From an optimization exercise on the open Yosys and OpenROAD flow, aimed at small area, a short achievable clock period and few clock cycles; shortcuts taken in it are not production practice. Function was checked by simulation only, so behaviour that the tests miss may differ from the original. Power figures rest on the tool's default switching activity, not on a simulated workload.

## profile_gen
module profile_gen#(parameter SPEED_BITS=50) (
    input clk,
    input rst,
    input acc_step,
    output reg busy,
    output reg done,
    output [SPEED_BITS-1:0] speed_0,
    output [SPEED_BITS-1:0] speed_1,
    output [SPEED_BITS-1:0] speed_2,
    output [SPEED_BITS-1:0] speed_3,
    output [SPEED_BITS-1:0] speed_4,
    output [SPEED_BITS-1:0] speed_5,
    output [SPEED_BITS-1:0] speed_6,
    output [SPEED_BITS-1:0] speed_7,
    input [7:0] param_addr,
    input [31:0] param_in,
    input param_write_hi,
    input param_write_lo,
    input [7:0] abort,
    output reg [7:0] pending_aborts,
    output reg [7:0] done_aborts
);
Size: ~29000 cells after synthesis, ~3500 flip-flops, about 470 I/O pins, ~280000 sq um of cells after synthesis.
clock: 12.0 ns
lec_check: 0
cap_margin: 20
core_margin: 2
core_utilization: 60
cts_buf_list: sky130_fd_sc_hd__clkbuf_16
cts_cluster_diameter: 90
cts_cluster_size: 24
gpl_routability_driven: 1
place_density: 0.7
slew_margin: 20
tns_end_percent: 20
standard.sh (not shown) runs the stock make flow with config.mk's settings and CLKGATE_MAP_FILE= SYNTH_SCRIPT=/design/flow/synth_recipe.tcl, a recipe that flattens the netlist after the stock synthesis.
==> flow/flow/run.sh <==
#!/bin/bash
# Standard ORFS layout (the standard.sh, synthesis unchanged), with
# timing repair aimed below the 12 ns clock so that the achieved period,
# not only the 12 ns constraint, is optimised, and plain buffers (not
# delay cells) on the ports. Logs: flow.log here, and each ORFS step's
# own log under orfs/logs/.
set -euo pipefail
export SETUP_SLACK_MARGIN=7
export BUFFER_PORTS_ARGS="-buffer_cell sky130_fd_sc_hd__buf_2"
bash standard.sh > flow.log 2>&1
The baseline completed with no timing, DRC or antenna violations.
Testbench counts at the start, summed over its fixed seeds: cycles 1,991.
Next try:
- CORE_UTILIZATION: 60 -> 65
- PLACE_DENSITY: 0.7 -> 0.75
- TNS_END_PERCENT: 20 -> not set
Effect: The changed run finished with timing, DRC and antenna clean. Global-route usage increases by 3.1 points. Via count rose by 1.1%. Total power rises by 1.2%. First-iteration DRC count went down by 0.62%. Cell area rose by 0.47%. Sequential power stays flat. Utilization rose by 5.8 points.
Next try:
==> flow/flow/run.sh (replaced) <==
#!/bin/bash
# Standard ORFS layout (the standard.sh, synthesis unchanged), with
# timing repair aimed below the 12 ns clock so that the achieved period,
# not only the 12 ns constraint, is optimised. Logs: flow.log here, and
# each ORFS step's own log under orfs/logs/.
set -euo pipefail
export SETUP_SLACK_MARGIN=7
bash standard.sh > flow.log 2>&1
- CORE_UTILIZATION: 65 -> 45
- CTS_BUF_LIST: sky130_fd_sc_hd__clkbuf_16 -> not set
- CTS_CLUSTER_DIAMETER: 90 -> not set
- CTS_CLUSTER_SIZE: 24 -> not set
- PLACE_DENSITY: 0.75 -> 0.6
The new run produced a clean layout.
Wire length rose by 5.2%.
Combinational power hardly moves.
Synthesized cell count is unchanged.
Clock skew rose by 0.029 ns.
Total power climbs by 13%.
Design area rose by 4.4%.
Sequential power stays flat.
Critical path depth came out higher by 1.

========
profile_gen, a different RTL version from the one above (not shown whole).
For scale: roughly 3500 flip-flops.
==> flow/design.v (excerpt) <==
module profile_gen#(parameter SPEED_BITS=50) (
    input clk,
    input rst,
    input acc_step,
    output reg busy,
    output reg done,
    output [SPEED_BITS-1:0] speed_0,
    output [SPEED_BITS-1:0] speed_1,
    output [SPEED_BITS-1:0] speed_2,
    output [SPEED_BITS-1:0] speed_3,
    output [SPEED_BITS-1:0] speed_4,
    output [SPEED_BITS-1:0] speed_5,
    output [SPEED_BITS-1:0] speed_6,
    output [SPEED_BITS-1:0] speed_7,
    input [7:0] param_addr,
    input [31:0] param_in,
    input param_write_hi,
    input param_write_lo,
    input [7:0] abort,
    output reg [7:0] pending_aborts,
    output reg [7:0] done_aborts
);
export LEC_CHECK = 0
export CAP_MARGIN = 20
export CORE_MARGIN = 2
export CORE_UTILIZATION = 60
export CTS_BUF_LIST = sky130_fd_sc_hd__clkbuf_16
export CTS_CLUSTER_DIAMETER = 80
export CTS_CLUSTER_SIZE = 20
export GPL_ROUTABILITY_DRIVEN = 1
export PLACE_DENSITY = 0.7
export SLEW_MARGIN = 20
create_clock -name core_clock -period 12.0 [get_ports {clk}]
==> flow/flow/run.sh <==
#!/bin/bash
# Standard ORFS layout (the standard.sh, synthesis unchanged), with
# timing repair aimed below the 12 ns clock so that the achieved period,
# not only the 12 ns constraint, is optimised, and plain buffers (not
# delay cells) on the ports. Logs: flow.log here, and each ORFS step's
# own log under orfs/logs/.
set -euo pipefail
export SETUP_SLACK_MARGIN=7
export BUFFER_PORTS_ARGS="-buffer_cell sky130_fd_sc_hd__buf_2"
bash standard.sh > flow.log 2>&1
Testbench counts at the start, summed over its fixed seeds: cycles 1,991.
Change:
CTS_CLUSTER_DIAMETER = 90   (was 80)
CTS_CLUSTER_SIZE = 24   (was 20)
The new run produced a clean layout.
Register-to-register slack got worse by 30 ps.
Design area fell by 0.86%.
Worst hold slack is about the same.
Sequential share of layout area rose by 0.27 points.
Area after synthesis does not change.
Total power fell by 3.7%.
First-iteration DRC count fell by 0.84%.
Count of clock-buffer cells in the layout fell by 67.

========
profile_gen with an RTL version that a note above also has.
Size in the first run: about 29000 cells after synthesis, ~3500 flip-flops.
## profile_gen
module profile_gen#(parameter SPEED_BITS=50) (
    input clk,
    input rst,
    input acc_step,
    output reg busy,
    output reg done,
    output [SPEED_BITS-1:0] speed_0,
    output [SPEED_BITS-1:0] speed_1,
    output [SPEED_BITS-1:0] speed_2,
    output [SPEED_BITS-1:0] speed_3,
    output [SPEED_BITS-1:0] speed_4,
    output [SPEED_BITS-1:0] speed_5,
    output [SPEED_BITS-1:0] speed_6,
    output [SPEED_BITS-1:0] speed_7,
    input [7:0] param_addr,
    input [31:0] param_in,
    input param_write_hi,
    input param_write_lo,
    input [7:0] abort,
    output reg [7:0] pending_aborts,
    output reg [7:0] done_aborts
);
    reg [7:0] en;        
    reg [7:0] tv;        
    reg [7:0] aip;
    reg [7:0] aci;
    reg [7:0] z;         
    reg ph2;
    wire [7:0] start_ab = en & pending_aborts & ~aip;
    wire any_start = |start_ab;
    wire go_abort = acc_step & any_start;
    wire go_step = (acc_step & ~any_start) | ph2;
    wire [7:0] hit, fin;
    wire [SPEED_BITS-1:0] spd [0:7];
    assign speed_0 = spd[0];
    assign speed_1 = spd[1];
    assign speed_2 = spd[2];
    assign speed_3 = spd[3];
    assign speed_4 = spd[4];
    assign speed_5 = spd[5];
    assign speed_6 = spd[6];
    assign speed_7 = spd[7];
    wire [2:0] wch = param_addr[7:5];
    wire [4:0] wword = param_addr[4:0];
    genvar c;
    generate
        for (c = 0; c < 8; c = c + 1) begin : ch
            reg signed [63:0] V, A, J, JJ, T, AB;
            reg [SPEED_BITS-1:0] speed;
            assign spd[c] = speed;
            wire sel = (wch == c);
            wire wlo = param_write_lo & sel;
  ...
Settings: LEC_CHECK=0, CAP_MARGIN=20, CORE_MARGIN=2, CORE_UTILIZATION=60, CTS_BUF_LIST=sky130_fd_sc_hd__clkbuf_16, CTS_CLUSTER_DIAMETER=90, CTS_CLUSTER_SIZE=24, GPL_ROUTABILITY_DRIVEN=1, PLACE_DENSITY=0.7, SLEW_MARGIN=20; clock period 12.0 ns.
==> flow/flow/run.sh <==
#!/bin/bash
# Standard ORFS layout (the standard.sh, synthesis unchanged), with
# timing repair aimed below the 12 ns clock so that the achieved period,
# not only the 12 ns constraint, is optimised, and plain buffers (not
# delay cells) on the ports. Logs: flow.log here, and each ORFS step's
# own log under orfs/logs/.
set -euo pipefail
export SETUP_SLACK_MARGIN=7.2
export BUFFER_PORTS_ARGS="-buffer_cell sky130_fd_sc_hd__buf_2"
bash standard.sh > flow.log 2>&1
The first run finished clean.
Testbench counts at the start, summed over its fixed seeds: cycles 1,991.
Change:
--- a/flow/flow/run.sh
+++ b/flow/flow/run.sh
@@ -6,5 +6,5 @@
 # own log under orfs/logs/.
 set -euo pipefail
-export SETUP_SLACK_MARGIN=7.2
+export SETUP_SLACK_MARGIN=7
 export BUFFER_PORTS_ARGS="-buffer_cell sky130_fd_sc_hd__buf_2"
 bash standard.sh > flow.log 2>&1
GPL_ROUTABILITY_DRIVEN = 0   (was 1)
Cell area is lower by a few percent.
Via count is lower by a few percent.
Synthesized area is unchanged.
Final cell count is lower slightly.
Synthesized cell count is unchanged.

[afterwards: timing with drivers on the ports]
The flow's constraints put no driver on any port. The routed layouts listed below were extracted and timed again, unchanged, in two steps. Step 1, drivers: a clkbuf_16 drives clk and a buf_2 each remaining input, both assumed. Step 2 adds t to the input delays and takes it off the output delays; t is the mean of the earliest and latest rising clock arrival at the registers after step 1. Input paths then give back, and output paths get back, about the clock's delay inside the block. a / b / c = ideal ports / drivers / drivers and shift; a / b = the first two.
run | t (ns) | setup slack, ns | hold WS [ns] | worst register clock-pin slew, ns
the first run of note 1 | 1.147 | 6.693 / 6.693 / 5.671 | 0.438 / 0.438 / 0.438 | 0.11 / 0.11
the second run of note 1 | 1.158 | 6.637 / 6.637 / 5.872 | 0.445 / 0.445 / 0.445 | 0.11 / 0.11
the third run of note 1 | 1.230 | 6.883 / 6.883 / 5.828 | 0.444 / 0.444 / 0.444 | 0.07 / 0.07
the first run of note 2 | 1.159 | 6.867 / 6.867 / 5.912 | 0.449 / 0.449 / 0.449 | 0.10 / 0.10
the second run of note 2 | 1.143 | 6.842 / 6.842 / 5.921 | 0.449 / 0.449 / 0.449 | 0.11 / 0.11
the first run of note 3 | 1.171 | 6.687 / 6.687 / 6.081 | 0.444 / 0.444 / 0.444 | 0.12 / 0.12
the second run of note 3 | 1.143 | 6.845 / 6.845 / 5.949 | 0.439 / 0.439 / 0.439 | 0.12 / 0.12
After both steps every run listed still meets setup and hold. For the third run of note 1, which loses most, drivers alone change the setup slack by 0.000 ns; drivers and shift together by -1.055 ns.
